This is an optimization exercise on Yosys and OpenROAD, whose aim is small area and a short achievable clock period, not a production implementation.
In this exercise RTL edits were held to simulation tests only and were not proved equivalent to the original.
Power figures rest on the tool's default switching activity, not on a simulated workload.

==> flow/design.v (excerpt) <==
module processor_arm #(
    parameter N = 64
) (
    input logic CLOCK_50,
    reset,
    output logic [N-1:0] DM_writeData,
    DM_addr,
    output logic DM_writeEnable,
    output logic DM_readEnable,
    input logic [N-1:0] DM_readData,
    output logic [N-1:0] IM_addr,
    input logic [31:0] IM_readData
);
clock: 8.5 ns
lec_check: 0
cap_margin: 30
core_margin: 2
core_utilization: 45
cts_cluster_diameter: 100
cts_cluster_size: 20
place_density: 0.55
setup_slack_margin: 5
slew_margin: 40
standard.sh (not shown) runs the stock make flow with config.mk's settings and CLKGATE_MAP_FILE= SYNTH_SCRIPT=/design/flow/synth_recipe.tcl, a recipe that flattens the netlist after the stock synthesis.
==> flow/flow/run.sh <==
#!/bin/bash
# Layout flow: the standard ORFS flow (standard.sh) with these changes:
#  - synthesis keeps the ALU (alu.sv, no registers) as its own module until the end,
#    maps it with ABC's delay-driven "map" (flow/abc_alu.script), and maps the rest with
#    flow/abc_top.script; the design is flattened afterwards as usual (synth_recipe.tcl),
#    so the registers are the standard synthesis's;
#  - input and output ports are buffered with buf_4;
#  - timing repair aims at a setup margin of 5.6 ns.
# ORFS writes each tool's log under orfs/logs; make's own output goes to flow.log.
set -euo pipefail
here=$(pwd)
rm -rf "$here/scripts_mod"
cp -r "$FLOW_HOME/scripts" "$here/scripts_mod"
python3 "$here/flow/patch_synth.py" "$here/scripts_mod/synth.tcl"
bash standard.sh \
  SCRIPTS_DIR="$here/scripts_mod" \
  SYNTH_HIERARCHICAL=1 \
  FAST_ABC_MODULES=alu \
  FAST_ABC_SCRIPT="$here/flow/abc_alu.script" \
  TOP_ABC_SCRIPT="$here/flow/abc_top.script" \
  BUFFER_PORTS_ARGS="-buffer_cell sky130_fd_sc_hd__buf_4" \
  SETUP_SLACK_MARGIN=5.6 \
  finish > "$here/flow.log" 2>&1
==> flow/flow/abc_alu.script <==
strash
dch
map -D 1000
buffer -c
topo
stime -c
upsize -c
dnsize -c
==> flow/flow/abc_top.script <==
&get -n
&st
&dch
&nf
&put
buffer -c
topo
stime -c
upsize -c
dnsize -c
==> flow/flow/patch_synth.py <==
# Patch ORFS synth.tcl (copy) so that the modules in FAST_ABC_MODULES are mapped with
# FAST_ABC_SCRIPT and the top module with TOP_ABC_SCRIPT, instead of one ABC run for all.
import sys
p = sys.argv[1]
s = open(p).read()
old = """  log_cmd abc {*}$abc_args
} else {"""
new = """  if { [env_var_exists_and_non_empty FAST_ABC_MODULES] } {
    set map_args [lrange $abc_args 2 end]
    foreach m $::env(FAST_ABC_MODULES) {
      log_cmd abc -script $::env(FAST_ABC_SCRIPT) {*}$map_args $m
    }
    log_cmd abc -script $::env(TOP_ABC_SCRIPT) {*}$map_args $::env(DESIGN_NAME)
  } else {
    log_cmd abc {*}$abc_args
  }
} else {"""
assert s.count(old) == 1
open(p, 'w').write(s.replace(old, new))
Next try:
--- a/flow/flow/run.sh
+++ b/flow/flow/run.sh
@@ -6,5 +6,5 @@
 #    so the registers are the standard synthesis's;
 #  - input and output ports are buffered with buf_4;
-#  - timing repair aims at a setup margin of 5.6 ns.
+#  - timing repair aims at a setup margin of 5.45 ns.
 # ORFS writes each tool's log under orfs/logs; make's own output goes to flow.log.
 set -euo pipefail
@@ -20,4 +20,4 @@
   TOP_ABC_SCRIPT="$here/flow/abc_top.script" \
   BUFFER_PORTS_ARGS="-buffer_cell sky130_fd_sc_hd__buf_4" \
-  SETUP_SLACK_MARGIN=5.6 \
+  SETUP_SLACK_MARGIN=5.45 \
   finish > "$here/flow.log" 2>&1
Clock skew increases by 15 ps.
Hold slack got worse by 16 ps.
Final area came out lower by a few percent.
Register-to-register slack gets better by 50 ps.
Global-route usage shrinks by 0.93 points.
Synthesized area stays the same.
Power decreases slightly.
Setup slack gets better by 53 ps.
Die area is unchanged.
Wire length drops by a few percent.
Via count falls slightly.
Next try:
--- a/flow/flow/run.sh
+++ b/flow/flow/run.sh
@@ -6,5 +6,5 @@
 #    so the registers are the standard synthesis's;
 #  - input and output ports are buffered with buf_4;
-#  - timing repair aims at a setup margin of 5.45 ns.
+#  - timing repair aims at a setup margin of 5.3 ns.
 # ORFS writes each tool's log under orfs/logs; make's own output goes to flow.log.
 set -euo pipefail
@@ -20,4 +20,4 @@
   TOP_ABC_SCRIPT="$here/flow/abc_top.script" \
   BUFFER_PORTS_ARGS="-buffer_cell sky130_fd_sc_hd__buf_4" \
-  SETUP_SLACK_MARGIN=5.45 \
+  SETUP_SLACK_MARGIN=5.3 \
   finish > "$here/flow.log" 2>&1
==> flow/flow/abc_top.script (replaced) <==
strash
dch
map -D 1500
buffer -c
topo
stime -c
upsize -c
dnsize -c
After rerunning: Setup slack is worse by 16 ps; worst hold slack is better by 11 ps; sequential power hardly moves; total power rises by 0.59%; clock power rose by 5.8%; wire length grows by 7.9%.
Next try:
==> flow/flow/abc_alu.script (replaced) <==
strash
dch
map -D 1500
buffer -c
topo
stime -c
upsize -c
dnsize -c
==> flow/flow/abc_top.script (replaced) <==
&get -n
&st
&dch
&nf
&put
buffer -c
topo
stime -c
upsize -c
dnsize -c
Fmax went down by 1.0%.
Register-to-register slack gets worse by 40 ps.
Clock power shrinks by 6.4%.
Utilization increases by 0.56 points.
Routed wire length came out lower by 16%.
Flip-flop and latch count stays the same.
Hold slack barely changes.
Next try:
--- a/flow/flow/run.sh
+++ b/flow/flow/run.sh
@@ -5,5 +5,5 @@
 #    flow/abc_top.script; the design is flattened afterwards as usual (synth_recipe.tcl),
 #    so the registers are the standard synthesis's;
-#  - input and output ports are buffered with buf_4;
+#  - input and output ports are buffered with buf_2;
 #  - timing repair aims at a setup margin of 5.3 ns.
 # ORFS writes each tool's log under orfs/logs; make's own output goes to flow.log.
@@ -19,5 +19,5 @@
   FAST_ABC_SCRIPT="$here/flow/abc_alu.script" \
   TOP_ABC_SCRIPT="$here/flow/abc_top.script" \
-  BUFFER_PORTS_ARGS="-buffer_cell sky130_fd_sc_hd__buf_4" \
+  BUFFER_PORTS_ARGS="-buffer_cell sky130_fd_sc_hd__buf_2" \
   SETUP_SLACK_MARGIN=5.3 \
   finish > "$here/flow.log" 2>&1
==> flow/flow/abc_alu.script (replaced) <==
strash
dch
map -D 1000
buffer -c
topo
stime -c
upsize -c
dnsize -c
- CTS_CLUSTER_SIZE: 20 -> 25
The new run ran to the end with no violations.
Routed wire length came out higher by 3.7%.
Via count goes up by 2.2%.
Total power goes down by 3.6%.

[port drivers added, routing unchanged]
No port has a modelled driver above. Below, the same layouts with a new extraction and two added sets of constraints.
Step 1, drivers: a clkbuf_16 drives CLOCK_50 and a buf_2 each remaining input, both assumed.
Step 2, shift: input delay + t, output delay - t, t = (earliest + latest rising clock arrival at the registers) / 2. This alone moves slack from input paths to output paths.
a / b / c = ideal / step 1 / step 2; a / b = the first two.
| run | t (ns) | setup WS [ns] | pins driven straight from the clock port |
|---|---|---|---|
| the first run | 0.966 | 5.040 / 4.946 / 4.215 | 1 |
| the second run | 0.971 | 5.094 / 4.996 / 4.236 | 1 |
| the third run | 1.018 | 5.078 / 5.074 / 4.370 | 1 |
| the fourth run | 0.959 | 5.043 / 5.043 / 4.234 | 1 |
| the fifth run | 0.939 | 5.051 / 5.051 / 4.235 | 1 |
After both steps every run listed still meets setup and hold. For the second run, which loses most, drivers alone change the setup slack by -0.098 ns; drivers and shift together by -0.858 ns.
